This is an optimization exercise on Yosys and OpenROAD, whose aim is small area, not a production implementation. At most, simulation tests tie the RTL to the original design; equivalence was not proved. For runs 1 to 3, only the layout was checked, not whether the RTL still works. In runs 3 to 7 the design's own scripts or RTL, not TritonCTS, make the clock network. The clock port is modelled as an ideal driver, which makes a skipped or thinned clock tree look cheaper than it is; a real chip needs a root buffer or a tree. Power figures rest on the tool's default switching activity, not on a simulated workload.

==> flow/design.v <==
module main (
    input  clk,
    input  rst,
    input  rx,
    output tx,
    output busy
);
    localparam [4:0] WSHIFT = 5'd31;   
    localparam [4:0] WSTART = 5'd30;   
    reg        mode;       
    reg  [4:0] cnt;        
    reg  [3:0] k;          
    reg        txr;        
    reg  [7:0] acc;        
    reg  [1:0] ph;         
    reg        pend;       
    reg  [7:0] r;          
    reg  [7:0] f0 [0:3];   
    reg  [7:0] f1 [0:3];
    reg  [7:0] f2 [0:3];
    reg  [7:0] f3 [0:3];   
    assign tx   = txr;
    assign busy = mode;
    wire last   = (k == 4'd15);
    wire sample = !mode && cnt[0] && cnt != 5'd1 && cnt != 5'd19;
    wire commit = !mode && cnt == 5'd19 && rx;
    wire shreq  = mode ? (cnt == WSHIFT) : ((commit && !last) || pend);
    wire shift  = shreq && ph == 2'd0;
    wire [7:0] a_op = ph[1] ? f1[0] : f3[0];      
    wire [7:0] b_op = ph[1] ? f1[2] : f3[2];      
    wire       bj   = !cnt[4] && !cnt[3] && b_op[cnt[2:0]];
    wire [8:0] sum  = {1'b0, acc} + (bj ? {1'b0, a_op} : 9'd0);
    wire       bitend = !ph[0];                   
    integer m;
    always @(posedge clk) begin
        if (sample) r <= {rx, r[7:1]};
        for (m = 0; m < 4; m = m + 1) begin
            f0[m] <= shift ? (m == 3 ? r : f3[m+1]) : f3[m];
            f1[m] <= f0[m];
            f2[m] <= f1[m];
            f3[m] <= f2[m];
        end
    end
    always @(posedge clk or posedge rst) begin
        if (rst) begin
            ph   <= 2'd0;
            pend <= 1'b0;
        end else begin
            ph   <= shift ? 2'd0 : ph + 2'd1;
            pend <= !mode && ((commit && !last) || pend) && !shift;
        end
    end
    always @(posedge clk or posedge rst) begin
        if (rst) begin
            mode <= 1'b0;
            cnt  <= 5'd0;
            k    <= 4'd0;
            txr  <= 1'b1;
            acc  <= 8'd0;
        end else if (!mode) begin
            if (cnt == 5'd0) begin
                if (!rx) cnt <= 5'd1;
            end else if ((cnt == 5'd1 && rx) || cnt == 5'd19) begin
                cnt <= 5'd0;                        
                if (commit) begin
                    k <= k + 4'd1;
                    if (last) begin
                        mode <= 1'b1;               
                        cnt  <= WSHIFT;
                    end
                end
            end else begin
                cnt <= cnt + 5'd1;
            end
        end else if (cnt == WSHIFT) begin
            if (shift) cnt <= WSTART;
        end else if (cnt == WSTART) begin
            cnt <= 5'd0;                            
            txr <= 1'b0;
        end else if (bitend) begin
            cnt <= cnt + 5'd1;
            if (!cnt[4]) begin
                txr <= sum[0];
                acc <= sum[8:1];
            end else if (!cnt[0]) begin
                txr <= 1'b1;                        
            end else begin
                k   <= k + 4'd1;
                cnt <= WSHIFT;                      
                if (k == 4'd7) begin
                    k    <= 4'd0;
                    mode <= 1'b0;
                    cnt  <= 5'd0;
                end
            end
        end
    end
endmodule
==> flow/flow/run.sh <==
#!/bin/bash
# Layout flow: the standard synthesis, then its combinational logic mapped
# again for area (registers kept as the standard synthesis made them, same
# names and cells), then the standard layout steps from floorplan on.
set -euo pipefail
W=$(pwd)
R=$W/orfs/results/$FLOW_PLATFORM/main/base
LIB=$FLOW_HOME/platforms/$FLOW_PLATFORM/lib/sky130_fd_sc_hd__tt_025C_1v80.lib

bash standard.sh synth > $W/synth.log 2>&1

cp $R/1_2_yosys.v $W/synth_standard.v
DU=$(sed -n '/DONT_USE_CELLS += /,/^#/p' $FLOW_HOME/platforms/$FLOW_PLATFORM/config.mk \
     | grep -oE "sky130_fd_sc_hd__[a-z0-9_]+" | sed 's/^/-dont_use /' | tr '\n' ' ')
sed -e "s#@LIB@#$LIB#g" -e "s#@DU@#$DU#g" -e "s#@IN@#$W/synth_standard.v#g" \
    -e "s#@OUT@#$W/synth_remap.v#g" -e "s#@STAT@#$W/remap_stat.txt#g" \
    flow/remap.ys > $W/remap_run.ys
yosys -s $W/remap_run.ys > $W/remap.log 2>&1
cp $W/synth_remap.v $R/1_2_yosys.v

bash standard.sh > $W/layout.log 2>&1
==> flow/flow/remap.ys <==
# Map the standard synthesis's combinational cells again, for area. Register
# cells (and tie cells) stay black boxes, so they keep their names and cells.
read_liberty -ignore_miss_func @LIB@
blackbox sky130_fd_sc_hd__df* sky130_fd_sc_hd__edf* sky130_fd_sc_hd__sdf* sky130_fd_sc_hd__sedf* sky130_fd_sc_hd__dl* sky130_fd_sc_hd__conb_1
read_verilog @IN@
hierarchy -top main
rename -hide c:_*
flatten
hierarchy -top main
opt -purge
abc -liberty @LIB@ @DU@
opt_clean -purge
tee -o @STAT@ stat -liberty @LIB@
write_verilog -noattr @OUT@
==> flow/standard.sh <==
#!/bin/bash
# synth_recipe.tcl (not shown) runs the flow's synth.tcl, then flattens the netlist and writes it again
# the make line also repeats each setting of config.mk as NAME=value (left out here)
make -C /OpenROAD-flow-scripts/flow DESIGN_CONFIG=/design/flow/config.mk WORK_HOME=/design/flow/orfs CLKGATE_MAP_FILE= SYNTH_SCRIPT=/design/flow/synth_recipe.tcl "${@:-finish}"
==> flow/config.mk <==
export PLATFORM = sky130hd
export DESIGN_NAME = main
export DESIGN_NICKNAME = main
export VERILOG_FILES = /design/flow/design.v
export SDC_FILE = /design/flow/constraint.sdc
export NUM_CORES = 4
export LEC_CHECK = 0
export CAP_MARGIN = 20
export CORE_MARGIN = 2
export CORE_UTILIZATION = 60
export CTS_BUF_LIST = sky130_fd_sc_hd__clkbuf_8
export SLEW_MARGIN = 20
==> flow/constraint.sdc <==
create_clock -name core_clock -period 6.0 [get_ports {clk}]
set_input_delay 1.2000 -clock core_clock [delete_from_list [all_inputs] [get_ports {clk}]]
set_output_delay 1.2000 -clock core_clock [all_outputs]
set_load 0.01 [all_outputs]
==> flow_metrics.env, run 1 <==
export IMPL_synth_area_um2=4820
export IMPL_wl_um=8272
export IMPL_htreeDepth=4
export IMPL_areaGrowthSynthToFinish_pct=12.95
export IMPL_ant_nets=0
export IMPL_grt_pass1_vias=2934
export IMPL_track_usage_pct=21.35
export IMPL_max_cap_violations=0
export IMPL_rsz0062_at_grt="no"
export IMPL_max_freq_mhz=265.5
export IMPL_hpwl_um=5540
export IMPL_ys_warn_count=5
export IMPL_synthCells=381
export IMPL_start_util_pct=62.05
export IMPL_grt_ovfl_total=0
export IMPL_cts_sinks=158
export IMPL_timing_slew_headroom_pct=36.41
export IMPL_max_stage_delay_ps=830
export IMPL_core_area_um2=7767
export IMPL_vdd_drop_max_mv=0.2552
export IMPL_post_route_drc_count=0
export IMPL_clkTransAtPathRegs_ps=90
export IMPL_die_width_um=93.63
export IMPL_hold_violations=0
export IMPL_reg2reg_depth=12
export IMPL_post_route_period_util_pct=62.77
export IMPL_min_period_ps=3766
export IMPL_cp_arrival_ps=4080
export IMPL_cts_resized=0
export IMPL_gp_congestion=0.8829
export IMPL_leakagePower_nw=2.243
export IMPL_hold_start="f2[1][1]"
export IMPL_skew_ps=14.69
export IMPL_worstSetupPathType="flop to flop"
export IMPL_syn_nets=384
export IMPL_status="timing/DRC/antenna clean"
export IMPL_r2r_end="acc[6]"
export IMPL_die_h_um=93.63
export IMPL_clockBufferDepth=2
export IMPL_maxSlewViolCount=0
export IMPL_via_per_inst=5.472
export IMPL_path_cells="mux2i_1 -> a2111oi_0 -> or4b_1 -> o21ai_0 -> buf_4 -> o2111ai_1 -> a311o_1 -> a21oi_1 -> o21a_1 -> o311ai_0 -> o21ai_0 -> o21ai_0"
export IMPL_power_density_nw_per_um2=338.5
export IMPL_whs_endpoint="f3[1][1]"
export IMPL_grt_pass1_wl_um=14120
export IMPL_cts_root_buf="clkbuf_8"
export IMPL_antenna_found_initial=0
export IMPL_worst_pin_slew_ps=951.3
export IMPL_ff2ff_setup_slack_ps=2230
export IMPL_finalSetupViolations=0
export IMPL_total_power_w=0.001843
export IMPL_place_area_um2=5040
export IMPL_clk_latency_ps=430
export IMPL_portBuffers=4
export IMPL_wl_per_cell_um=15.88
export IMPL_cts_tree="yes"
export IMPL_dieArea_um2=8766
export IMPL_synth_area_per_cell_um2=12.65
export IMPL_num_vias=2851
export IMPL_required_ps=6320
export IMPL_cts_setup_buffers=0
export IMPL_reg2reg_from="ph[1]"
export IMPL_hold_path_depth=0
export IMPL_first_iter_violations=113
export IMPL_slowest_stage="dfrtp_1"
export IMPL_antenna_cells=0
export IMPL_hold_class="flop to flop"
export IMPL_first_pass_iters=5
export IMPL_rows=32
export IMPL_numCtsBuffers=17
export IMPL_ios=5
export IMPL_ctsHoldBuffers=0
export IMPL_final_area_um2=5444
export IMPL_cp_end_kind="flop"
export IMPL_grt_start_max_net_pins=23
export IMPL_drive_gt1_share_pct=8.831
export IMPL_crit_top_cell="o21ai_0"
export IMPL_critPathMaxFanout=20
export IMPL_tns_ps=0
export IMPL_startpoint_type="flop"
export IMPL_fin_nets=409
-- worst max-delay path by stage --
stage	start	to	slack, ps	cells after the start
floorplan	rx	f0[0][0]	1230	6
global placement	rx	f0[2][2]	2230	7
detailed placement	ph[1]	acc[6]	2230	12
CTS	ph[1]	acc[6]	2260	12
global route	ph[1]	acc[6]	1810	12
finish	ph[1]	acc[6]	2230	12
-- stage by stage --
step / worst slack [ps] / util [%] / hold slack [ps] / std cells
CTS: 2257 / 70.09 / 326.5 / 521
finish: 2234 / 70.09 / 322.9 / 521
detailed placement: 2226 / 64.88 / 312.1 / 489
global route: 1809 / 70.09 / 326.0 / 521
floorplan: 1233 / - / 309.6 / 381
global placement: 2226 / 64.53 / 309.5 / 488
-- cell type report --
cell class / instances / area, um^2
sequential: 158 / 3354
fill: 553 / 2323
multi-input combinational: 211 / 1438
clock buffer: 17 / 234.0
clock inverter: 15 / 170.2
tap: 102 / 127.6
timing repair buffer: 6 / 75.07
inverter: 12 / 45.04
-- sequential cells by signal, summed over array words and instances, names as in the netlist --
| signal | flops |
|---|---|
| f0 | 32 |
| f1 | 32 |
| f2 | 32 |
| f3 | 32 |
| acc | 8 |
| r | 8 |
| cnt | 5 |
| k | 4 |
| ph | 2 |
| mode | 1 |
| pend | 1 |
| txr | 1 |
-- critical path: cells and delay by family (launching register included) --
family,cells,cell delay (ps)
flip-flops,1,830
multiplexers,1,150
buffers and inverters,1,240
AO/OA/AOI/OAI,9,1990
AND/OR/NAND/NOR,1,460
-- power by group --
part	total [W]	switching, W	internal [W]
logic	0.00000445	0.00000324	0.00000121
clock network	0.000781	0.000428	0.000353
registers	0.00106	0	0.00106
-- layout by cell type, fill, tap and decap left out, drive strengths merged, types with 2 or more instances in the layout --
master and count:
inv 10, o221ai 4, or3b 2, o21ai 13, o31ai 3, nand3 14
edfxtp 8, xnor2 8, a31oi 4, dfrtp 21, a2111oi 2, dfxtp 128
nand4 2, clkbuf 17, mux2 38, xor2 3, clkinv 15, nor3 3
a22o 2, clkdlybuf4s50 4, and3 7, mux2i 2, nand2 31, nand2b 4
nor2b 7, o211ai 2, nor2 19, buf 2, a211oi 4, a21oi 24
-- metal layers --
| layer | track usage, % | wire [um] |
|---|---|---|
| met3 | 6.769 | 426 |
| met1 | 27.55 | 3890 |
| met5 | 0 | 0 |
| met2 | 33.45 | 3862 |
| met4 | 8.816 | 93 |
==> inputs of run 2 (changes only) <==
--- a/flow/flow/run.sh
+++ b/flow/flow/run.sh
@@ -20,2 +20,6 @@
 
+# layout: no dummy clock loads, small port buffers, no oversized repair buffers
+export CTS_ARGS="-sink_clustering_enable -repair_clock_nets -dont_use_dummy_load -buf_list sky130_fd_sc_hd__clkbuf_8"
+export BUFFER_PORTS_ARGS="-buffer_cell sky130_fd_sc_hd__buf_1"
+export DONT_USE_CELLS="sky130_fd_sc_hd__buf_16 sky130_fd_sc_hd__buf_12 sky130_fd_sc_hd__bufbuf_16 sky130_fd_sc_hd__bufbuf_8 sky130_fd_sc_hd__bufinv_16 sky130_fd_sc_hd__bufinv_8 sky130_fd_sc_hd__inv_16 sky130_fd_sc_hd__inv_12"
 bash standard.sh > $W/layout.log 2>&1
--- a/flow/config.mk
+++ b/flow/config.mk
@@ -10,3 +10,3 @@
 export CORE_UTILIZATION = 60
-export CTS_BUF_LIST = sky130_fd_sc_hd__clkbuf_8
+export GPL_TIMING_DRIVEN = 0
 export SLEW_MARGIN = 20
==> flow_metrics.env, run 2 <==
export IMPL_hold_start="f2[2][7]"
export IMPL_rows=32
export IMPL_ys_warn_count=5
export IMPL_worst_pin_slew_ps=897.5
export IMPL_critPathMaxFanout=20
export IMPL_pre_cts_ws_ps=1758
export IMPL_finalSetupViolations=0
export IMPL_vdd_drop_max_mv=0.2645
export IMPL_cts_setup_buffers=0
export IMPL_numCtsBuffers=17
export IMPL_first_pass_iters=5
export IMPL_status="timing/DRC/antenna clean"
export IMPL_ios=5
export IMPL_required_ps=6290
export IMPL_start_util_pct=62.05
export IMPL_drive_gt1_share_pct=5.679
export IMPL_grt_pass1_wl_um=13700
export IMPL_leakagePower_nw=2.154
export IMPL_whs_endpoint="f3[2][7]"
export IMPL_cts_sinks=158
export IMPL_grt_start_max_net_pins=23
export IMPL_nFillCells=586
export IMPL_synthCells=381
export IMPL_hold_class="flop to flop"
export IMPL_ctsHoldBuffers=0
export IMPL_die_h_um=93.63
export IMPL_cts_resized=0
export IMPL_track_usage_pct=20.85
export IMPL_grt_ovfl_total=0
export IMPL_synth_area_um2=4820
export IMPL_clockBufferDepth=2
export IMPL_reg2reg_from="ph[1]"
export IMPL_skew_ps=40.53
export IMPL_gp_congestion=0.8567
export IMPL_antenna_found_initial=0
export IMPL_hpwl_um=5474
export IMPL_route_top_layer_used="met4"
export IMPL_wl_um=7995
export IMPL_wl_per_cell_um=15.77
export IMPL_r2r_end="acc[6]"
export IMPL_dieArea_um2=8766
export IMPL_max_freq_mhz=238.1
export IMPL_cp_arrival_ps=4490
export IMPL_ff2ff_setup_slack_ps=1800
export IMPL_cts_tree="yes"
export IMPL_syn_nets=384
export IMPL_clkTransAtPathRegs_ps=80
export IMPL_post_route_drc_count=0
export IMPL_layout_common_cells="dfxtp_1, mux2_1, nand2_1, a21oi_1, dfrtp_1"
export IMPL_wl_met3_um=249
export IMPL_synth_area_per_cell_um2=12.65
export IMPL_antenna_cells=0
export IMPL_rsz0062_at_grt="no"
export IMPL_maxSlewViolCount=0
export IMPL_ant_nets=0
export IMPL_reg2reg_depth=12
export IMPL_power_density_nw_per_um2=306.9
export IMPL_met2_length_um=3770
export IMPL_hold_path_depth=0
export IMPL_core_area_um2=7767
export IMPL_max_cap_violations=0
export IMPL_fin_nets=410
export IMPL_mostFrequentLayoutCell="dfxtp_1"
export IMPL_layout_setup_ws_ps=1801
export IMPL_min_period_ps=4199
export IMPL_cts_root_buf="clkbuf_8"
export IMPL_portBuffers=4
export IMPL_areaGrowthSynthToFinish_pct=9.060
export IMPL_hold_violations=0
export IMPL_htreeDepth=4
export IMPL_startpoint_type="flop"
export IMPL_first_iter_violations=212
export IMPL_clk_latency_ps=430
export IMPL_cp_end_kind="flop"
export IMPL_die_width_um=93.63
export IMPL_post_route_period_util_pct=69.99
export IMPL_drt_met1_wl_um=3869
export IMPL_grt_pass1_vias=2828
export IMPL_timing_slew_headroom_pct=40.17
export IMPL_worstSetupPathType="flop to flop"
export IMPL_num_vias=2796
export IMPL_fin_util_pct=67.67
export IMPL_via_per_inst=5.515
## run 2: how the worst max path moves through the flow
stage | endpoint | from | cells after the start
final | acc[6] | ph[1] | 12
after global routing | acc[6] | ph[1] | 12
after CTS | acc[6] | ph[1] | 12
after detailed placement | acc[6] | ph[1] | 12
after global placement | f0[3][1] | rx | 7
after floorplan | f0[0][0] | rx | 6
## run 2: per-layer routing
layer	GRT usage, %	vias to the layer above
met1	28.24	1348
met2	31.77	51
met4	9.903	0
met3	4.915	10
li1	-	1387
met5	0	-
## run 2: cell type report
class,instances,area [um^2],area share [%]
Timing Repair Buffer,7,57.56,1.095
Clock buffer,17,234.0,4.451
Sequential cell,158,3354,63.82
Inverter,12,45.04,0.8569
Tap cell,102,127.6,2.428
Multi-Input combinational cell,211,1438,27.35
## run 2: per-stage QoR
stage	TNS, ps	hold WS, ps	power (W)	instance area, um^2	cells
after detailed placement	0	312.1	0.001086	5022	490
final	0	299.1	0.001613	5256	507
after CTS	0	301.2	0.001630	5256	507
after global routing	0	300.9	0.001673	5256	507
after floorplan	0	309.6	0.001084	4820	381
after global placement	-19770	309.6	0.001086	4962	487
## run 2: worst max-delay path, stage by stage, from the launching register on
cell       delay (ps)
dfrtp_1           930
mux2i_1           210
a2111oi_0         450
or4b_1            460
o21ai_1           360
buf_4             280
nand3_1           150
a311o_1           360
a21oi_1           330
o21a_1            180
o311ai_0          130
o21ai_0           130
o21ai_0           100
## run 2: report_power, final
| group | switching [W] | internal, W |
|---|---|---|
| registers | 0 | 0.00106 |
| logic | 0.00000351 | 0.000000356 |
| clock network | 0.000301 | 0.000250 |
==> inputs of run 3 (changes only) <==
--- a/flow/design.v
+++ b/flow/design.v
@@ -30,3 +30,3 @@
     wire [7:0] b_op = ph[1] ? f1[2] : f3[2];      
-    wire       bj   = !cnt[4] && !cnt[3] && b_op[cnt[2:0]];
+    wire       bj   = mode && !cnt[4] && !cnt[3] && b_op[cnt[2:0]];
     wire [8:0] sum  = {1'b0, acc} + (bj ? {1'b0, a_op} : 9'd0);
@@ -36,2 +36,3 @@
         if (sample) r <= {rx, r[7:1]};
+        if (bitend) acc <= bj ? sum[8:1] : {1'b0, acc[7:1]};
         for (m = 0; m < 4; m = m + 1) begin
@@ -58,3 +59,2 @@
             txr  <= 1'b1;
-            acc  <= 8'd0;
         end else if (!mode) begin
@@ -83,3 +83,2 @@
                 txr <= sum[0];
-                acc <= sum[8:1];
             end else if (!cnt[0]) begin
==> flow/flow/run.sh (replaced) <==
#!/bin/bash
# Layout flow: the standard synthesis; its combinational logic mapped again
# for area (register cells kept as the standard synthesis made them, same
# names and cells); then the standard layout steps, with a hand-built clock
# tree, small port buffers and no oversized repair buffers.
set -euo pipefail
W=$(pwd)
R=$W/orfs/results/$FLOW_PLATFORM/main/base
LIB=$FLOW_HOME/platforms/$FLOW_PLATFORM/lib/sky130_fd_sc_hd__tt_025C_1v80.lib

bash standard.sh synth > $W/synth.log 2>&1

cp $R/1_2_yosys.v $W/synth_standard.v
DU=$(sed -n '/DONT_USE_CELLS += /,/^#/p' $FLOW_HOME/platforms/$FLOW_PLATFORM/config.mk \
     | grep -oE "sky130_fd_sc_hd__[a-z0-9_]+" | sed 's/^/-dont_use /' | tr '\n' ' ')
sed -e "s#@LIB@#$LIB#g" -e "s#@DU@#$DU#g" -e "s#@IN@#$W/synth_standard.v#g" \
    -e "s#@OUT@#$W/synth_remap.v#g" -e "s#@STAT@#$W/remap_stat.txt#g" \
    flow/remap.ys > $W/remap_run.ys
yosys -s $W/remap_run.ys > $W/remap.log 2>&1
cp $W/synth_remap.v $R/1_2_yosys.v

export PRE_CTS_TCL=$W/flow/cts_pre.tcl
export PRE_FLOORPLAN_TCL=$W/flow/dont_use.tcl
export PRE_GLOBAL_PLACE_TCL=$W/flow/dont_use.tcl
export PRE_RESIZE_TCL=$W/flow/dont_use.tcl
export PRE_GLOBAL_ROUTE_TCL=$W/flow/dont_use.tcl
export BUFFER_PORTS_ARGS="-buffer_cell sky130_fd_sc_hd__buf_1"
bash standard.sh > $W/layout.log 2>&1
==> flow/flow/cts_pre.tcl (new file) <==
# Runs before ORFS's clock tree step: builds the clock tree by hand (the clock
# port drives one root buffer, which drives one leaf buffer per equal-sized
# group of registers), and makes the step's own tree builder a no-op.
source [file join [file dirname [info script]] mcts.tcl]
mcts_build2 4 sky130_fd_sc_hd__clkbuf_4 sky130_fd_sc_hd__clkbuf_8
proc clock_tree_synthesis {args} { puts "clock tree built by cts_pre.tcl" }
==> flow/flow/dont_use.tcl (new file) <==
# Keep repair steps from using oversized buffers and inverters.
set_dont_use {sky130_fd_sc_hd__buf_16 sky130_fd_sc_hd__buf_12 sky130_fd_sc_hd__buf_8 sky130_fd_sc_hd__buf_6 sky130_fd_sc_hd__bufbuf_16 sky130_fd_sc_hd__bufbuf_8 sky130_fd_sc_hd__bufinv_16 sky130_fd_sc_hd__bufinv_8 sky130_fd_sc_hd__inv_16 sky130_fd_sc_hd__inv_12 sky130_fd_sc_hd__inv_8 sky130_fd_sc_hd__inv_6}
==> flow/flow/mcts.tcl (new file) <==

proc mcts_kmeans {xs ys K} {
  set n [llength $xs]
  set idx [lsort -integer -indices [lmap x $xs y $ys {expr {int($x + $y)}}]]
  set cx {}; set cy {}
  for {set k 0} {$k < $K} {incr k} {
    set i [lindex $idx [expr {int(($k + 0.5) * $n / $K)}]]
    lappend cx [lindex $xs $i]; lappend cy [lindex $ys $i]
  }
  for {set iter 0} {$iter < 100} {incr iter} {
    set asg {}
    for {set k 0} {$k < $K} {incr k} { set sx($k) 0.0; set sy($k) 0.0; set sc($k) 0 }
    foreach x $xs y $ys {
      set best 0; set bd 1e30
      for {set k 0} {$k < $K} {incr k} {
        set d [expr {hypot($x - [lindex $cx $k], $y - [lindex $cy $k])}]
        if {$d < $bd} { set bd $d; set best $k }
      }
      lappend asg $best
      set sx($best) [expr {$sx($best) + $x}]; set sy($best) [expr {$sy($best) + $y}]; incr sc($best)
    }
    set cx {}; set cy {}
    for {set k 0} {$k < $K} {incr k} {
      if {$sc($k) == 0} { lappend cx [lindex $xs 0]; lappend cy [lindex $ys 0] } else {
        lappend cx [expr {$sx($k) / $sc($k)}]; lappend cy [expr {$sy($k) / $sc($k)}]
      }
    }
  }
  return [list $cx $cy $asg]
}

proc mcts_center {it} {
  set b [[$it getInst] getBBox]
  return [list [expr {([$b xMin] + [$b xMax]) / 2.0}] [expr {([$b yMin] + [$b yMax]) / 2.0}]]
}

proc mcts_add_buf {block master name innet x y} {
  set inst [odb::dbInst_create $block $master $name]
  set net [odb::dbNet_create $block "${name}_net"]
  $net setSigType CLOCK
  $inst setLocation [expr {int($x)}] [expr {int($y)}]
  $inst setPlacementStatus PLACED
  [$inst findITerm A] connect $innet
  [$inst findITerm X] connect $net
  return $net
}

proc mcts_build {K R leafbuf rootbuf} {
  set block [ord::get_db_block]
  set db [ord::get_db]
  set clknet [$block findNet clk]
  set sinks {}
  foreach it [$clknet getITerms] {
    if {[[[$it getInst] getMaster] isSequential]} { lappend sinks $it }
  }
  set xs {}; set ys {}
  foreach it $sinks { lassign [mcts_center $it] x y; lappend xs $x; lappend ys $y }
  lassign [mcts_kmeans $xs $ys $K] lx ly lasg
  lassign [mcts_kmeans $lx $ly $R] rx ry rasg
  for {set r 0} {$r < $R} {incr r} {
    set rnet($r) [mcts_add_buf $block [$db findMaster $rootbuf] "mcts_root_$r" $clknet [lindex $rx $r] [lindex $ry $r]]
  }
  for {set k 0} {$k < $K} {incr k} {
    set lnet($k) [mcts_add_buf $block [$db findMaster $leafbuf] "mcts_leaf_$k" $rnet([lindex $rasg $k]) [lindex $lx $k] [lindex $ly $k]]
  }
  foreach it $sinks k $lasg {
    $it disconnect
    $it connect $lnet($k)
  }
  puts "mcts: [llength $sinks] sinks, $K leaf buffers, $R root buffers"
}

# Split items (lists {x y payload}) into 2^levels groups of equal size by
# recursive median cuts along the wider side.
proc mcts_bisect {items levels} {
  if {$levels == 0 || [llength $items] < 2} { return [list $items] }
  set xs [lmap it $items {lindex $it 0}]; set ys [lmap it $items {lindex $it 1}]
  set w [expr {[tcl::mathfunc::max {*}$xs] - [tcl::mathfunc::min {*}$xs]}]
  set h [expr {[tcl::mathfunc::max {*}$ys] - [tcl::mathfunc::min {*}$ys]}]
  set key [expr {$w >= $h ? 0 : 1}]
  set sorted [lsort -real -index $key $items]
  set half [expr {[llength $sorted] / 2}]
  return [concat [mcts_bisect [lrange $sorted 0 [expr {$half - 1}]] [expr {$levels - 1}]] \
                 [mcts_bisect [lrange $sorted $half end] [expr {$levels - 1}]]]
}

proc mcts_mean {items} {
  set sx 0.0; set sy 0.0
  foreach it $items { set sx [expr {$sx + [lindex $it 0]}]; set sy [expr {$sy + [lindex $it 1]}] }
  return [list [expr {$sx / [llength $items]}] [expr {$sy / [llength $items]}]]
}

# levels: leaf groups = 2^levels; the clock port drives one root buffer that
# drives the leaf buffers.
proc mcts_build2 {levels leafbuf rootbuf} {
  set block [ord::get_db_block]
  set db [ord::get_db]
  set clknet [$block findNet clk]
  set items {}
  foreach it [$clknet getITerms] {
    if {[[[$it getInst] getMaster] isSequential]} {
      lassign [mcts_center $it] x y
      lappend items [list $x $y $it]
    }
  }
  set groups [mcts_bisect $items $levels]
  lassign [mcts_mean $items] mx my
  set leaves {}
  foreach g $groups { lappend leaves [mcts_mean $g] }
  lassign [mcts_mean [lmap l $leaves {list {*}$l 0}]] rx ry
  set rnet [mcts_add_buf $block [$db findMaster $rootbuf] "mcts_root" $clknet $rx $ry]
  set k 0
  foreach g $groups l $leaves {
    set net [mcts_add_buf $block [$db findMaster $leafbuf] "mcts_leaf_$k" $rnet {*}$l]
    foreach item $g { set it [lindex $item 2]; $it disconnect; $it connect $net }
    incr k
  }
  puts "mcts: [llength $items] sinks, $k leaf buffers"
}
--- a/flow/config.mk
+++ b/flow/config.mk
@@ -9,3 +9,3 @@
 export CORE_MARGIN = 2
-export CORE_UTILIZATION = 60
+export CORE_UTILIZATION = 65
 export GPL_TIMING_DRIVEN = 0
==> flow_metrics.env, run 3 <==
export IMPL_gp_congestion=0.8865
export IMPL_fin_util_pct=70.51
export IMPL_worst_pin_slew_ps=798.1
export IMPL_areaGrowthSynthToFinish_pct=6.713
export IMPL_drive_gt1_share_pct=6.906
export IMPL_fin_nets=367
export IMPL_power_density_nw_per_um2=297.1
export IMPL_wl_um=7017
export IMPL_hold_class="flop to flop"
export IMPL_hold_violations=0
export IMPL_maxSlewViolCount=0
export IMPL_hpwl_um=4691
export IMPL_num_vias=2502
export IMPL_r2r_end="acc[7]"
export IMPL_required_ps=6180
export IMPL_vdd_drop_max_mv=0.2154
export IMPL_startpoint_type="flop"
export IMPL_synth_area_per_cell_um2=13.95
export IMPL_ys_warn_count=5
export IMPL_wl_per_cell_um=15.22
export IMPL_grt_pass1_vias=2445
export IMPL_critPathCapture="acc[7]"
export IMPL_pre_cts_ws_ps=1879
export IMPL_status="timing/DRC/antenna clean"
export IMPL_ios=5
export IMPL_core_area_um2=7137
export IMPL_cp_arrival_ps=4360
export IMPL_leakagePower_nw=2.008
export IMPL_ctsHoldBuffers=0
export IMPL_antenna_found_initial=0
export IMPL_grt_ovfl_total=0
export IMPL_max_freq_mhz=239.3
export IMPL_reg2reg_from="cnt[0]"
export IMPL_place_area_um2=4898
export IMPL_ff2ff_setup_slack_ps=1820
export IMPL_timing_slew_headroom_pct=46.79
export IMPL_mostFrequentLayoutCell="dfxtp_1"
export IMPL_reg2reg_depth=10
export IMPL_die_h_um=89.18
export IMPL_use_met3_pct=2.862
export IMPL_min_period_ps=4179
export IMPL_nFillCells=508
export IMPL_grt_start_max_net_pins=22
export IMPL_start_util_pct=66.08
export IMPL_portBuffers=4
export IMPL_first_iter_violations=123
export IMPL_rsz0062_at_grt="no"
export IMPL_rows=31
export IMPL_crit_start="cnt[0]"
export IMPL_max_stage_delay_ps=780
export IMPL_critPathMaxFanout=21
export IMPL_ant_nets=0
export IMPL_post_route_period_util_pct=69.64
export IMPL_finalSetupViolations=0
export IMPL_max_cap_violations=0
export IMPL_grt_pass1_wl_um=11440
export IMPL_met1_usage_pct=25.69
export IMPL_crit_top_cell="maj3_1"
export IMPL_critPathBufInv=0
export IMPL_worst_path_stages=10
export IMPL_worstSetupPathType="flop to flop"
export IMPL_layout_setup_ws_ps=1821
export IMPL_track_usage_pct=18.14
export IMPL_use_met2_pct=29.29
export IMPL_clk_latency_ps=430
export IMPL_slowest_stage="dfrtp_1"
export IMPL_die_width_um=89.18
export IMPL_syn_nets=341
export IMPL_busiest_layer="met2"
export IMPL_post_route_drc_count=0
export IMPL_crit_family="adder cells"
export IMPL_skew_ps=18.66
export IMPL_cts_resized=0
export IMPL_hold_path_depth=0
export IMPL_dieArea_um2=7952
export IMPL_cp_end_kind="flop"
export IMPL_cts_setup_buffers=0
export IMPL_via_per_inst=5.427
export IMPL_path_cells="mux4_2 -> nor2_1 -> o32ai_1 -> and2_0 -> nor2b_1 -> maj3_1 -> maj3_1 -> a211oi_1 -> o31ai_1 -> maj3_1"
export IMPL_clkTransAtPathRegs_ps=110
export IMPL_first_pass_iters=4
export IMPL_synth_area_um2=4716
export IMPL_final_area_um2=5032
export IMPL_synthCells=338
export IMPL_layout_common_cells="dfxtp_1, mux2_1, a21oi_1"
export IMPL_antenna_cells=0
[run 3: final cells by class]
class / count / area (um^2) / share of cell area [%]
Inverter: 6 / 22.52 / 0.4475
Timing Repair Buffer: 7 / 35.03 / 0.6962
Buffer: 17 / 133.9 / 2.660
Sequential cell: 158 / 3395 / 67.45
Tap cell: 99 / 123.9 / 2.461
Multi-Input combinational cell: 174 / 1323 / 26.28
[run 3: per-stage QoR]
stage                     TNS, ps  power [W]  hold WS, ps  std cells
after floorplan                 0   0.001092        309.6        338
after global placement      -7926   0.001093        309.6        441
after detailed placement        0   0.001093        312.1        444
after CTS                       0   0.001415        312.1        461
after global routing            0   0.001553        338.8        461
final                           0   0.001495        325.0        461
[run 3: metal layers]
metal | up-vias | share of wire [%]
li1 | 1250 | -
met5 | - | 0
met2 | 43 | 44
met1 | 1196 | 49
met3 | 13 | 4.0
met4 | 0 | 2.5
[run 3: power breakdown]
| group | internal [W] | switching (W) |
|---|---|---|
| logic | 0.00000104 | 0.00000275 |
| registers | 0.00106 | 0.000000595 |
| clock network | 0.000139 | 0.000287 |
| total | 0.00120 | 0.000290 |
[run 3: worst min-delay path by stage]
stage,from,to,slack (ps)
after floorplan,f0[0][0],f1[0][0],310
after global placement,f0[0][7],f1[0][7],310
after detailed placement,f0[0][6],f1[0][6],310
after CTS,f0[0][6],f1[0][6],310
after global routing,f2[3][3],f3[3][3],340
final,f2[2][4],f3[2][4],320
==> inputs of run 4 (changes only) <==
--- a/flow/design.v
+++ b/flow/design.v
@@ -13,3 +13,2 @@
     reg        txr;        
-    reg  [7:0] acc;        
     reg  [1:0] ph;         
@@ -31,3 +30,3 @@
     wire       bj   = mode && !cnt[4] && !cnt[3] && b_op[cnt[2:0]];
-    wire [8:0] sum  = {1'b0, acc} + (bj ? {1'b0, a_op} : 9'd0);
+    wire [8:0] sum  = {1'b0, r} + (bj ? {1'b0, a_op} : 9'd0);
     wire       bitend = !ph[0];                   
@@ -35,4 +34,9 @@
     always @(posedge clk) begin
-        if (sample) r <= {rx, r[7:1]};
-        if (bitend) acc <= bj ? sum[8:1] : {1'b0, acc[7:1]};
+        if (!mode) begin
+            if (sample) r <= {rx, r[7:1]};
+        end else if (cnt == WSTART) begin
+            r <= 8'd0;
+        end else if (bitend && !cnt[4]) begin
+            r <= sum[8:1];
+        end
         for (m = 0; m < 4; m = m + 1) begin
==> flow_metrics.env, run 4 <==
export IMPL_gp_congestion=0.8661
export IMPL_post_route_drc_count=0
export IMPL_start_util_pct=67.05
export IMPL_fin_nets=384
export IMPL_required_ps=6180
export IMPL_status="timing/DRC/antenna clean"
export IMPL_ios=5
export IMPL_hpwl_um=5047
export IMPL_hold_path_depth=0
export IMPL_hold_violations=0
export IMPL_finalSetupViolations=0
export IMPL_clk_latency_ps=410
export IMPL_antenna_cells=0
export IMPL_grt_pass1_vias=2566
export IMPL_layout_common_cells="dfxtp_1, mux2_1, nor2_1, nand2_1, clkbuf_4"
export IMPL_startpoint_type="flop"
export IMPL_synth_area_um2=4556
export IMPL_ant_nets=0
export IMPL_clkTransAtPathRegs_ps=110
export IMPL_power_density_nw_per_um2=292.2
export IMPL_ys_warn_count=5
export IMPL_num_vias=2732
export IMPL_rows=30
export IMPL_vdd_drop_max_mv=0.2718
export IMPL_first_iter_violations=217
export IMPL_syn_nets=360
export IMPL_portBuffers=4
export IMPL_reg2reg_from="cnt[0]"
export IMPL_drive_gt1_share_pct=5.805
export IMPL_synthCells=357
export IMPL_cts_setup_buffers=0
export IMPL_hold_slack_ps=311.3
export IMPL_post_route_period_util_pct=82.06
export IMPL_track_usage_pct=20.35
export IMPL_ctsHoldBuffers=0
export IMPL_worstSetupPathType="flop to flop"
export IMPL_cts_resized=0
export IMPL_cp_arrival_ps=5100
export IMPL_mostFrequentLayoutCell="dfxtp_1"
export IMPL_ff2ff_setup_slack_ps=1080
export IMPL_antenna_found_initial=0
export IMPL_rsz0062_at_grt="no"
export IMPL_core_area_um2=6794
export IMPL_skew_ps=20.53
export IMPL_r2r_end="r[6]"
export IMPL_wl_um=7663
export IMPL_die_h_um=87.72
export IMPL_grt_ovfl_total=0
export IMPL_min_period_ps=4924
export IMPL_via_per_inst=5.752
export IMPL_crit_start="cnt[0]"
export IMPL_synth_area_per_cell_um2=12.76
export IMPL_areaGrowthSynthToFinish_pct=6.317
export IMPL_tns_ps=0
export IMPL_grt_pass1_wl_um=12610
export IMPL_grt_start_max_net_pins=24
export IMPL_dieArea_um2=7694
export IMPL_max_cap_violations=0
export IMPL_wl_per_cell_um=16.13
export IMPL_die_width_um=87.72
export IMPL_maxSlewViolCount=0
export IMPL_reg2reg_depth=10
export IMPL_timing_slew_headroom_pct=41.57
export IMPL_leakagePower_nw=1.920
export IMPL_critPathMaxFanout=23
export IMPL_hold_class="flop to flop"
export IMPL_worst_pin_slew_ps=854.4
export IMPL_critPathCapture="r[6]"
export IMPL_max_freq_mhz=203.1
export IMPL_cp_end_kind="flop"
export IMPL_first_pass_iters=5
run 4: worst min-delay path by stage:
| stage | from | end | slack (ps) |
|---|---|---|---|
| CTS | f0[0][4] | f1[0][4] | 310 |
| floorplan | f0[0][0] | f1[0][0] | 310 |
| global placement | f0[3][2] | f1[3][2] | 310 |
| finish | f2[2][5] | f3[2][5] | 310 |
| global route | f1[1][6] | f2[1][6] | 330 |
| detailed placement | f0[0][4] | f1[0][4] | 310 |
run 4: report_power, final:
| group | switching, W | leakage (nW) | internal (W) |
|---|---|---|---|
| Combinational | 0.00000224 | 0.550 | 0.000000353 |
| Sequential | 0 | 1.29 | 0.00100 |
| Clock | 0.000270 | 0.0808 | 0.000139 |
| Total | 0.000272 | 1.92 | 0.00114 |
run 4: final cells by class:
cell class              instances  area (um^2)
plain buffers                  17        133.9
well taps                      96        120.1
inverters                       7        26.28
multi-input cells             200         1386
repair buffers                  5        22.52
fillers                       484         1951
flip-flops and latches        150         3154
run 4: critical path: stages, from the launching register on:
cell and delay [ps]:
dfrtp_1 870, mux4_2 360, nor2_1 50, nor4_1 580, o221ai_1 310, maj3_1 460, a2111oi_0 800, o21ai_0 350
a311oi_1 470, o21ai_0 150, a32o_1 280
run 4: metal layers:
metal / part of all wire (%) / wire length, um / global-route usage [%] / up-vias
li1: - / - / - / 1315
met1: 46 / 3546 / 29.85 / 1306
met2: 47 / 3591 / 33.26 / 96
met3: 5.3 / 406 / 2.262 / 15
met4: 1.6 / 119 / 3.776 / 0
met5: 0 / 0 / 0 / -
run 4: per-stage QoR:
stage | setup WS [ps] | power [W] | std cells | cell area [um^2] | util [%]
final | 1076 | 0.001415 | 475 | 4843 | 71.29
after CTS | 1225 | 0.001342 | 475 | 4843 | 71.29
after detailed placement | 1222 | 0.001029 | 458 | 4710 | 69.32
after global routing | 832.9 | 0.001475 | 475 | 4843 | 71.29
after global placement | -176.6 | 0.001029 | 457 | 4691 | 69.04
after floorplan | 1341 | 0.001028 | 357 | 4556 | -
==> inputs of run 5 (changes only) <==
==> flow/design.v (replaced) <==
module main (
    input  clk,
    input  rst,
    input  rx,
    output tx,
    output busy
);
    reg        mode;       
    reg  [4:0] cnt;        
    reg  [3:0] k;          
    reg        txr;        
    reg  [1:0] ph;         
    reg        pend;       
    reg  [7:0] r;          
    reg  [7:0] f0 [0:3];   
    reg  [7:0] f1 [0:3];
    reg  [7:0] f2 [0:3];
    reg  [7:0] f3 [0:3];   
    assign tx   = txr;
    assign busy = mode;
    wire last   = (k == 4'd15);
    wire c19    = (cnt == 5'd19);
    wire sample = !mode && cnt[0] && cnt != 5'd1 && !c19;
    wire commit = !mode && c19 && rx;
    wire shreq  = mode ? (cnt == 5'd18) : ((commit && !last) || pend);
    wire shift  = shreq && ph == 2'd0;
    wire [7:0] a_op = ph[1] ? f1[0] : f3[0];      
    wire [7:0] b_op = {f3[2][7], f1[2][6], f3[2][5], f1[2][4],
                       f3[2][3], f1[2][2], f3[2][1], f1[2][0]};
    wire       bj   = !cnt[4] && !cnt[3] && b_op[cnt[2:0]];
    wire [8:0] sum  = {1'b0, r} + (bj ? {1'b0, a_op} : 9'd0);
    wire       bitend = !ph[0];                   
    wire       dstep  = mode && bitend && !cnt[4];    
    integer m;
    always @(posedge clk) begin
        if (sample) r <= {rx, r[7:1]};
        else if (mode && c19) r <= 8'd0;
        else if (dstep) r <= sum[8:1];
        for (m = 0; m < 4; m = m + 1) begin
            f0[m] <= shift ? (m == 3 ? r : f3[m+1]) : f3[m];
            f1[m] <= f0[m];
            f2[m] <= f1[m];
            f3[m] <= f2[m];
        end
    end
    always @(posedge clk or posedge rst) begin
        if (rst) begin
            ph   <= 2'd0;
            pend <= 1'b0;
        end else begin
            ph   <= shift ? 2'd0 : ph + 2'd1;
            pend <= !mode && ((commit && !last) || pend) && !shift;
        end
    end
    always @(posedge clk or posedge rst) begin
        if (rst) begin
            mode <= 1'b0;
            cnt  <= 5'd0;
            k    <= 4'd0;
            txr  <= 1'b1;
        end else if (!mode) begin
            if ((cnt == 5'd0 && rx) || (cnt == 5'd1 && rx) || c19)
                cnt <= 5'd0;                        
            else
                cnt <= cnt + 5'd1;
            if (commit) begin
                k <= k + 4'd1;
                if (last) begin
                    mode <= 1'b1;                   
                    cnt  <= 5'd18;
                    k    <= 4'd8;                   
                end
            end
        end else begin
            if (c19) begin
                cnt <= 5'd0;                        
                txr <= 1'b0;
            end else if (cnt == 5'd18 ? shift : bitend) begin
                cnt <= cnt + 5'd1;
            end
            if (dstep) txr <= sum[0];
            if (bitend && cnt == 5'd16) txr <= 1'b1;    
            if (bitend && cnt == 5'd17) begin
                k <= k + 4'd1;                      
                if (last) begin
                    mode <= 1'b0;
                    cnt  <= 5'd0;
                end
            end
        end
    end
endmodule
--- a/flow/flow/remap.ys
+++ b/flow/flow/remap.ys
@@ -10,3 +10,3 @@
 opt -purge
-abc -liberty @LIB@ @DU@
+abc -liberty @LIB@ -script +strash;&get,-n;&fraig,-x;&put;scorr;dc2;dretime;strash;&get,-n;&dch,-f;&nf,-R,1000;&put;&get,-n;&dch,-f;&nf,-R,1000;&put @DU@
 opt_clean -purge
==> flow_metrics.env, run 5 <==
export IMPL_status="timing/DRC/antenna clean"
export IMPL_track_usage_pct=17.42
export IMPL_placedCellCount=400
export IMPL_pre_cts_ws_ps=1687
export IMPL_clk_latency_ps=420
export IMPL_met1_usage_pct=25.14
export IMPL_start_util_pct=68.17
export IMPL_cts_setup_buffers=0
export IMPL_die_width_um=86.07
export IMPL_synth_area_per_cell_um2=13.72
export IMPL_grt_pass1_wl_um=10540
export IMPL_critPathMaxFanout=11
export IMPL_rsz0062_at_grt="no"
export IMPL_clkTransAtPathRegs_ps=110
export IMPL_wl_per_cell_um=15.05
export IMPL_layout_setup_ws_ps=1672
export IMPL_rows=29
export IMPL_grt_ovfl_total=0
export IMPL_startpoint_type="flop"
export IMPL_ios=5
export IMPL_via_per_inst=5.554
export IMPL_portBuffers=4
export IMPL_vdd_drop_max_mv=0.2326
export IMPL_final_cell_count_no_fill=417
export IMPL_max_cap_violations=0
export IMPL_ctsHoldBuffers=0
export IMPL_finalSetupViolations=0
export IMPL_maxSlewViolCount=0
export IMPL_num_vias=2316
export IMPL_fin_nets=345
export IMPL_power_density_nw_per_um2=305.7
export IMPL_cp_end_kind="flop"
export IMPL_leakagePower_nw=1.881
export IMPL_final_seq_area_um2=3154
export IMPL_max_freq_mhz=231.1
export IMPL_gp_congestion=0.8798
export IMPL_dieArea_um2=7408
export IMPL_post_route_drc_count=0
export IMPL_drive_gt1_share_pct=5.588
export IMPL_areaGrowthSynthToFinish_pct=5.630
export IMPL_worst_pin_slew_ps=927.9
export IMPL_antenna_found_initial=0
export IMPL_use_met3_pct=2.117
export IMPL_wl_um=6277
export IMPL_ant_nets=0
export IMPL_cp_arrival_ps=4500
export IMPL_hold_class="flop to flop"
export IMPL_hold_violations=0
export IMPL_synth_area_um2=4378
export IMPL_ys_warn_count=5
export IMPL_first_pass_iters=4
export IMPL_multi_input_area_um2=1195
export IMPL_die_h_um=86.07
export IMPL_syn_nets=322
export IMPL_layout_common_cells="dfxtp_1, mux2_1, nand2_1, clkbuf_4"
export IMPL_cts_resized=0
export IMPL_mostFrequentLayoutCell="dfxtp_1"
export IMPL_grt_start_max_net_pins=34
export IMPL_synthCells=319
export IMPL_use_met2_pct=27.77
export IMPL_busiest_layer="met2"
export IMPL_hpwl_um=4045
export IMPL_antenna_cells=0
export IMPL_worstSetupPathType="flop to flop"
export IMPL_post_route_period_util_pct=72.13
export IMPL_nFillCells=443
export IMPL_timing_slew_headroom_pct=38.14
export IMPL_grt_pass1_vias=2265
export IMPL_first_iter_violations=101
export IMPL_required_ps=6180
export IMPL_tns_ps=0
export IMPL_skew_ps=20.23
export IMPL_core_area_um2=6422
export IMPL_min_period_ps=4328
run 5: cell count changes in the layout (fill, tap and decap cells not counted), sizes merged, moves of 3 or more:
cell    previous run  this run
a211oi             4         1
a22o               2         7
a31oi              7         1
and3               6         2
maj3               1         4
nand2             23        20
nand3             11         5
nor2              32        13
nor2b              0         5
o211ai             4         1
o21ai             11         8
o22ai              3         0
or2                3         0
xnor2              5        12
run 5: worst paths after layout:
| path | start | to | slack, ps | depth (start not counted) |
|---|---|---|---|---|
| hold / removal | f2[2][0] | f3[2][0] | 320 | 0 |
| max in group asynchronous | rst | txr | 5010 | 2 |
| min in group asynchronous | rst | cnt[1] | 690 | 2 |
| setup reg to reg | cnt[0] | r[6] | 1670 | 14 |
| setup / recovery | cnt[0] | r[6] | 1670 | 14 |
| hold reg to reg | f2[2][0] | f3[2][0] | 320 | 0 |
run 5: critical path, stage by stage, from the launching register on:
cell and delay, ps:
dfrtp_1 490, and2_0 270, a222oi_1 410, a21oi_1 360, and3_1 310, clkinv_1 50, a21oi_1 80, maj3_1 420
maj3_1 400, maj3_1 400, nor2_1 120, nor2_1 70, maj3_1 390, xnor2_1 140, a22o_1 190
run 5: power by group:
group | switching (W) | total (W) | internal, W | leakage [nW]
registers | 0 | 0.00100 | 0.00100 | 1.28
logic | 0.00000249 | 0.00000290 | 0.000000416 | 0.518
clock network | 0.000268 | 0.000407 | 0.000139 | 0.0808
total | 0.000271 | 0.00141 | 0.00114 | 1.88
run 5: final cells by class:
class,instances,area share [%]
multi-input cells,161,25.84
repair buffers,4,0.3247
well taps,77,2.083
flip-flops and latches,150,68.21
inverters,8,0.6493
plain buffers,17,2.895
run 5: layer usage:
metal | vias up | share of wire (%)
li1 | 1144 | -
met1 | 1099 | 47
met2 | 57 | 44
met3 | 16 | 5.8
met4 | 0 | 2.5
met5 | - | 0
run 5: per-stage QoR:
stage | util, % | hold slack (ps) | cell area (um^2) | total power, W
6_report | 72.00 | 318.3 | 4624 | 0.001414
5_1_grt | 72.00 | 320.9 | 4624 | 0.001467
2_1_floorplan | - | 309.6 | 4378 | 0.001028
4_1_cts | 72.00 | 312.1 | 4624 | 0.001343
3_5_place_dp | 69.92 | 312.1 | 4491 | 0.001030
3_3_place_gp | 69.90 | 309.7 | 4489 | 0.001029
==> inputs of run 6 (changes only) <==
--- a/flow/design.v
+++ b/flow/design.v
@@ -27,4 +27,3 @@
     wire [7:0] a_op = ph[1] ? f1[0] : f3[0];      
-    wire [7:0] b_op = {f3[2][7], f1[2][6], f3[2][5], f1[2][4],
-                       f3[2][3], f1[2][2], f3[2][1], f1[2][0]};
+    wire [7:0] b_op = ph[1] ? f1[2] : f3[2];      
     wire       bj   = !cnt[4] && !cnt[3] && b_op[cnt[2:0]];
==> flow_metrics.env, run 6 <==
export IMPL_first_pass_iters=5
export IMPL_final_cell_count_no_fill=429
export IMPL_critPathCapture="r[7]"
export IMPL_post_route_period_util_pct=79.19
export IMPL_total_power_w=0.001412
export IMPL_tns_ps=0
export IMPL_path_cells="mux4_2 -> a22oi_1 -> a311oi_2 -> buf_2 -> o211a_1 -> xnor2_1 -> nor2_1 -> a21oi_1 -> nor2_1 -> nor2_1 -> nor2_1 -> a31oi_1 -> a21oi_1 -> maj3_1 -> maj3_1 -> a22o_1"
export IMPL_layout_setup_ws_ps=1248
export IMPL_worstSetupPathType="flop to flop"
export IMPL_post_route_drc_count=0
export IMPL_first_iter_violations=44
export IMPL_p_sw_share_pct=19.04
export IMPL_synth_area_um2=4417
export IMPL_track_usage_pct=18.64
export IMPL_grt_pass1_vias=2378
export IMPL_antenna_found_initial=0
export IMPL_p_switching_w=0.0002688
export IMPL_core_area_um2=6681
export IMPL_required_ps=6170
export IMPL_cp_end_kind="flop"
export IMPL_placedCellCount=412
export IMPL_wl_um=6497
export IMPL_status="timing/DRC/antenna clean"
export IMPL_pwr_share_seq_pct=71.1
export IMPL_crit_start="ph[1]"
export IMPL_max_stage_delay_ps=940
export IMPL_die_h_um=86.43
export IMPL_power_density_nw_per_um2=301.2
export IMPL_maxSlewViolCount=0
export IMPL_grt_pass1_wl_um=11230
export IMPL_dieArea_um2=7470
export IMPL_slowest_stage="dfrtp_1"
export IMPL_cts_setup_buffers=0
export IMPL_portBuffers=4
export IMPL_max_freq_mhz=210.5
export IMPL_power_internal_w=0.001143
export IMPL_pre_cts_ws_ps=1224
export IMPL_grt_start_max_net_pins=20
export IMPL_critPathMaxFanout=19
export IMPL_skew_ps=17.61
export IMPL_rows=30
export IMPL_timing_slew_headroom_pct=40.15
export IMPL_layout_common_cells="dfxtp_1, mux2_1, nand2_1, nor2_1, clkbuf_4"
export IMPL_leakagePower_nw=1.956
export IMPL_cp_arrival_ps=4920
export IMPL_antenna_cells=0
export IMPL_areaGrowthSynthToFinish_pct=6.119
export IMPL_wl_per_cell_um=15.14
export IMPL_clkTransAtPathRegs_ps=100
export IMPL_hold_class="flop to flop"
export IMPL_crit_top_cell="nor2_1"
export IMPL_hold_violations=0
export IMPL_syn_nets=329
export IMPL_start_util_pct=66.10
export IMPL_clk_latency_ps=420
export IMPL_r2r_end="r[7]"
export IMPL_via_per_inst=5.543
export IMPL_p_comb_share_pct=0.2
export IMPL_fin_nets=354
export IMPL_die_width_um=86.43
export IMPL_drive_gt1_share_pct=7.450
export IMPL_min_period_ps=4752
export IMPL_cts_resized=0
export IMPL_finalSetupViolations=0
export IMPL_pwr_share_clk_pct=28.7
export IMPL_ctsHoldBuffers=0
export IMPL_reg2reg_depth=16
export IMPL_rsz0062_at_grt="no"
export IMPL_synth_area_per_cell_um2=13.55
export IMPL_ios=5
export IMPL_synthCells=326
export IMPL_vdd_drop_max_mv=0.1994
export IMPL_ys_warn_count=5
export IMPL_hold_slack_ps=317.7
export IMPL_nFillCells=492
export IMPL_num_vias=2378
export IMPL_hpwl_um=4355
export IMPL_ant_nets=0
export IMPL_grt_ovfl_total=0
export IMPL_mostFrequentLayoutCell="dfxtp_1"
export IMPL_startpoint_type="flop"
export IMPL_gp_congestion=0.8032
export IMPL_worst_pin_slew_ps=897.7
export IMPL_max_cap_violations=0
export IMPL_ff2ff_setup_slack_ps=1250
export IMPL_reg2reg_from="ph[1]"
[run 6: worst max-delay path: cells and delay by family (launching register included)]
kind	cells	cell delay, ps
compound gates	7	1380
flops	1	940
fa+ha+maj	2	780
mux	1	630
simple gates	4	340
buf+inv	1	230
xor+xnor	1	180
[run 6: cell type report]
type	count	area, um^2	area share (%)
Buffer	17	133.9	2.856
Inverter	8	30.03	0.6407
Multi-Input combinational cell	168	1241	26.48
Sequential cell	150	3154	67.30
Tap cell	80	100.1	2.136
Timing Repair Buffer	6	27.53	0.5873
[run 6: worst min-delay path by stage]
| stage | start | cells past startpoint | endpoint |
|---|---|---|---|
| after floorplan | f0[0][0] | 0 | f1[0][0] |
| after global placement | f2[3][3] | 0 | f3[3][3] |
| after detailed placement | f0[1][5] | 0 | f1[1][5] |
| after CTS | f0[0][0] | 0 | f1[0][0] |
| after global routing | f1[1][6] | 0 | f2[1][6] |
| final | f2[1][7] | 0 | f3[1][7] |
[run 6: power by group through the flow]
stage | combinational (W) | sequential (W) | clock (W)
global route | 0.00000374 | 0.00100 | 0.000470
finish | 0.00000321 | 0.00100 | 0.000405
global placement | 0.00000322 | 0.00103 | 0
CTS | 0.00000331 | 0.00103 | 0.000313
detailed placement | 0.00000333 | 0.00103 | 0
floorplan | 0.00000176 | 0.00103 | 0
[run 6: layer usage]
metal	vias up	share of wire, %	routed length (um)	global-route usage, %
li1	1188	-	-	-
met4	0	3.5	229	6.250
met3	26	4.7	307	3.143
met1	1110	45	2946	25.64
met2	54	46	3013	30.28
met5	-	0	0	0
[run 6: per-stage QoR]
stage               utilization, %  area [um^2]
CTS                          70.15         4687
global route                 70.15         4687
finish                       70.15         4687
global placement             67.83         4532
detailed placement           68.15         4553
floorplan                        -         4417
==> inputs of run 7 (changes only) <==
--- a/flow/design.v
+++ b/flow/design.v
@@ -27,3 +27,4 @@
     wire [7:0] a_op = ph[1] ? f1[0] : f3[0];      
-    wire [7:0] b_op = ph[1] ? f1[2] : f3[2];      
+    wire [7:0] b_op = {f3[2][7], f1[2][6], f3[2][5], f1[2][4],
+                       f3[2][3], f1[2][2], f3[2][1], f1[2][0]};
     wire       bj   = !cnt[4] && !cnt[3] && b_op[cnt[2:0]];
==> flow/flow/cts_pre.tcl (replaced) <==
# Runs before ORFS's clock tree step: builds the clock tree by hand and makes
# the step's own tree builder (and its clock-inverter cloning) a no-op. The
# clock port drives one root inverter, which drives one leaf inverter per
# equal-sized group of registers (16 groups), so every register sees the
# clock inverted twice.
source [file join [file dirname [info script]] mcts.tcl]
mcts_build2 4 sky130_fd_sc_hd__inv_4 sky130_fd_sc_hd__inv_8
proc repair_clock_inverters {args} { puts "clock inverters left as built by cts_pre.tcl" }
proc clock_tree_synthesis {args} { puts "clock tree built by cts_pre.tcl" }
--- a/flow/flow/mcts.tcl
+++ b/flow/flow/mcts.tcl
@@ -1,31 +1,3 @@
-
-proc mcts_kmeans {xs ys K} {
-  set n [llength $xs]
-  set idx [lsort -integer -indices [lmap x $xs y $ys {expr {int($x + $y)}}]]
-  set cx {}; set cy {}
-  for {set k 0} {$k < $K} {incr k} {
-    set i [lindex $idx [expr {int(($k + 0.5) * $n / $K)}]]
-    lappend cx [lindex $xs $i]; lappend cy [lindex $ys $i]
-  }
-  for {set iter 0} {$iter < 100} {incr iter} {
-    set asg {}
-    for {set k 0} {$k < $K} {incr k} { set sx($k) 0.0; set sy($k) 0.0; set sc($k) 0 }
-    foreach x $xs y $ys {
-      set best 0; set bd 1e30
-      for {set k 0} {$k < $K} {incr k} {
-        set d [expr {hypot($x - [lindex $cx $k], $y - [lindex $cy $k])}]
-        if {$d < $bd} { set bd $d; set best $k }
-      }
-      lappend asg $best
-      set sx($best) [expr {$sx($best) + $x}]; set sy($best) [expr {$sy($best) + $y}]; incr sc($best)
-    }
-    set cx {}; set cy {}
-    for {set k 0} {$k < $K} {incr k} {
-      if {$sc($k) == 0} { lappend cx [lindex $xs 0]; lappend cy [lindex $ys 0] } else {
-        lappend cx [expr {$sx($k) / $sc($k)}]; lappend cy [expr {$sy($k) / $sc($k)}]
-      }
-    }
-  }
-  return [list $cx $cy $asg]
-}
+# Manual clock tree helpers: a root cell driven by the clock port, and one
+# leaf cell per equal-sized group of clock sinks, placed at the group's centre.
 
@@ -43,29 +15,6 @@
   [$inst findITerm A] connect $innet
-  [$inst findITerm X] connect $net
+  set out [$inst findITerm X]
+  if {$out == "NULL"} { set out [$inst findITerm Y] }
+  $out connect $net
   return $net
-}
-
-proc mcts_build {K R leafbuf rootbuf} {
-  set block [ord::get_db_block]
-  set db [ord::get_db]
-  set clknet [$block findNet clk]
-  set sinks {}
-  foreach it [$clknet getITerms] {
-    if {[[[$it getInst] getMaster] isSequential]} { lappend sinks $it }
-  }
-  set xs {}; set ys {}
-  foreach it $sinks { lassign [mcts_center $it] x y; lappend xs $x; lappend ys $y }
-  lassign [mcts_kmeans $xs $ys $K] lx ly lasg
-  lassign [mcts_kmeans $lx $ly $R] rx ry rasg
-  for {set r 0} {$r < $R} {incr r} {
-    set rnet($r) [mcts_add_buf $block [$db findMaster $rootbuf] "mcts_root_$r" $clknet [lindex $rx $r] [lindex $ry $r]]
-  }
-  for {set k 0} {$k < $K} {incr k} {
-    set lnet($k) [mcts_add_buf $block [$db findMaster $leafbuf] "mcts_leaf_$k" $rnet([lindex $rasg $k]) [lindex $lx $k] [lindex $ly $k]]
-  }
-  foreach it $sinks k $lasg {
-    $it disconnect
-    $it connect $lnet($k)
-  }
-  puts "mcts: [llength $sinks] sinks, $K leaf buffers, $R root buffers"
 }
--- a/flow/flow/remap.ys
+++ b/flow/flow/remap.ys
@@ -10,3 +10,3 @@
 opt -purge
-abc -liberty @LIB@ -script +strash;&get,-n;&fraig,-x;&put;scorr;dc2;dretime;strash;&get,-n;&dch,-f;&nf,-R,1000;&put;&get,-n;&dch,-f;&nf,-R,1000;&put @DU@
+abc -liberty @LIB@ -script +strash;dch,-f,-C,10000;amap,-F,20,-A,100 @DU@
 opt_clean -purge
==> flow_metrics.env, run 7 <==
export IMPL_status="timing/DRC/antenna clean"
export IMPL_grt_ovfl_total=0
export IMPL_areaGrowthSynthToFinish_pct=5.684
export IMPL_slowest_stage="nor3_2"
export IMPL_wl_per_cell_um=15.06
export IMPL_cts_setup_buffers=0
export IMPL_layout_common_cells="dfxtp_1, nor2_1, o22a_1, clkinv_1, a21oi_1"
export IMPL_drive_gt1_share_pct=5.817
export IMPL_first_pass_iters=4
export IMPL_portBuffers=4
export IMPL_core_area_um2=6314
export IMPL_cp_end_kind="flop"
export IMPL_gp_congestion=0.8272
export IMPL_power_density_nw_per_um2=310.3
export IMPL_timing_slew_headroom_pct=48.35
export IMPL_antenna_found_initial=0
export IMPL_tns_ps=0
export IMPL_clk_latency_ps=210
export IMPL_die_h_um=84.64
export IMPL_hpwl_um=4202
export IMPL_skew_ps=15.14
export IMPL_critPathMaxFanout=8
export IMPL_worst_pin_slew_ps=771.9
export IMPL_fin_nets=366
export IMPL_max_cap_violations=0
export IMPL_max_stage_delay_ps=530
export IMPL_startpoint_type="flop"
export IMPL_max_freq_mhz=240.8
export IMPL_grt_start_max_net_pins=41
export IMPL_track_usage_pct=18.60
export IMPL_antenna_cells=0
export IMPL_post_route_period_util_pct=69.21
export IMPL_required_ps=5960
export IMPL_die_width_um=84.64
export IMPL_synthCells=340
export IMPL_grt_pass1_vias=2424
export IMPL_final_seq_area_um2=3154
export IMPL_hold_class="flop to flop"
export IMPL_rsz0062_at_grt="no"
export IMPL_hold_violations=0
export IMPL_cp_arrival_ps=4110
export IMPL_ios=5
export IMPL_finalSetupViolations=0
export IMPL_ff2ff_setup_slack_ps=1850
export IMPL_hold_slack_ps=319.1
export IMPL_rows=29
export IMPL_nFillCells=450
export IMPL_synth_area_um2=4227
export IMPL_leakagePower_nw=1.713
export IMPL_clkTransAtPathRegs_ps=90
export IMPL_mostFrequentLayoutCell="dfxtp_1"
export IMPL_multi_input_area_um2=1002
export IMPL_cts_resized=0
export IMPL_grt_pass1_wl_um=11050
export IMPL_synth_area_per_cell_um2=12.43
export IMPL_crit_top_cell="nor2_1"
export IMPL_maxSlewViolCount=0
export IMPL_path_cells="clkinv_1 -> nor2_1 -> a222oi_1 -> a32o_1 -> nor3_2 -> o221ai_1 -> a21oi_1 -> and3_1 -> nor2_1 -> o22ai_1 -> a21oi_1 -> nor2_1 -> nor4_1 -> a211oi_1 -> nand2_1 -> o21ai_0 -> o22ai_1"
export IMPL_post_route_drc_count=0
export IMPL_worstSetupPathType="flop to flop"
export IMPL_start_util_pct=66.94
export IMPL_wl_um=6597
export IMPL_min_period_ps=4152
export IMPL_via_per_inst=5.701
export IMPL_ys_warn_count=5
export IMPL_ant_nets=0
export IMPL_num_vias=2497
export IMPL_first_iter_violations=140
export IMPL_vdd_drop_max_mv=0.2421
export IMPL_dieArea_um2=7163
export IMPL_ctsHoldBuffers=0
export IMPL_syn_nets=343
run 7: cell type report:
type,instances,share of cell area (%)
flip-flops and latches,150,70.62
multi-input cells,167,22.44
inverters,40,4.454
well taps,77,2.157
repair buffers,4,0.3361
run 7: metrics by stage:
step,power [W],instance area (um^2),utilization [%],instances,setup slack [ps]
after floorplan,0.001028,4227,-,340,2012
after global placement,0.001029,4338,68.71,421,87.18
after detailed placement,0.001030,4350,68.91,421,1580
after CTS,0.001331,4462,70.67,438,1556
after global routing,0.001441,4467,70.75,438,1413
final,0.001386,4467,70.75,438,1848
run 7: power breakdown:
| group | switching [W] | internal (W) |
|---|---|---|
| Clock | 0.000327 | 0.0000521 |
| Sequential | 0 | 0.00100 |
| Combinational | 0.00000253 | 0.000000419 |
run 7: critical path: cells and delay by family (launching register included):
family          cells  cell delay [ps]
compound gates      9             1820
simple gates        7             1470
flops               1              440
buf+inv             1              170
run 7: layer usage:
metal	GRT usage (%)	part of all wire, %	wire (um)
met5	0	0	0
met4	5.339	2.6	173
met3	2.360	5.5	366
met2	29.21	43	2829
met1	27.50	49	3227
run 7: worst paths after layout:
path,from,to,cells past startpoint
hold reg to reg,f0[0][4],f1[0][4],0
min in group asynchronous,rst,cnt[1],2
setup reg to reg,cnt[0],r[6],17
max in group asynchronous,rst,txr,2
hold / removal,f0[0][4],f1[0][4],0
setup / recovery,cnt[0],r[6],17

## port drivers added, routing unchanged
Ports are ideal in the flow. The routed layouts listed here were re-timed in OpenROAD.
Step 1: set_driving_cell puts a clkbuf_16 on clk and a buf_2 on each other input, an assumption about the parent block.
Step 2 adds t to the input delays and takes it off the output delays; t is the mean of the earliest and latest rising clock arrival at the registers after step 1. Input paths then give back, and output paths get back, about the clock's delay inside the block.
Slacks: ideal / step 1 / step 2; pairs: ideal / step 1.
run | shift t [ns] | setup slack, ns | worst hold slack (ns) | cell pins on the clock port's net
run 1 | 0.461 | 2.234 / 2.234 / 2.234 | 0.323 / 0.323 / 0.323 | 1
run 2 | 0.442 | 1.801 / 1.801 / 1.801 | 0.299 / 0.299 / 0.299 | 1
run 3 | 0.450 | 1.821 / 1.821 / 1.821 | 0.325 / 0.325 / 0.325 | 1
run 4 | 0.430 | 1.076 / 1.076 / 1.076 | 0.311 / 0.311 / 0.311 | 1
run 5 | 0.436 | 1.672 / 1.672 / 1.672 | 0.318 / 0.318 / 0.318 | 1
run 6 | 0.435 | 1.248 / 1.248 / 1.248 | 0.318 / 0.318 / 0.318 | 1
run 7 | 0.254 | 1.848 / 1.848 / 1.848 | 0.319 / 0.319 / 0.319 | 1
After both steps setup and hold are still met in every run listed.
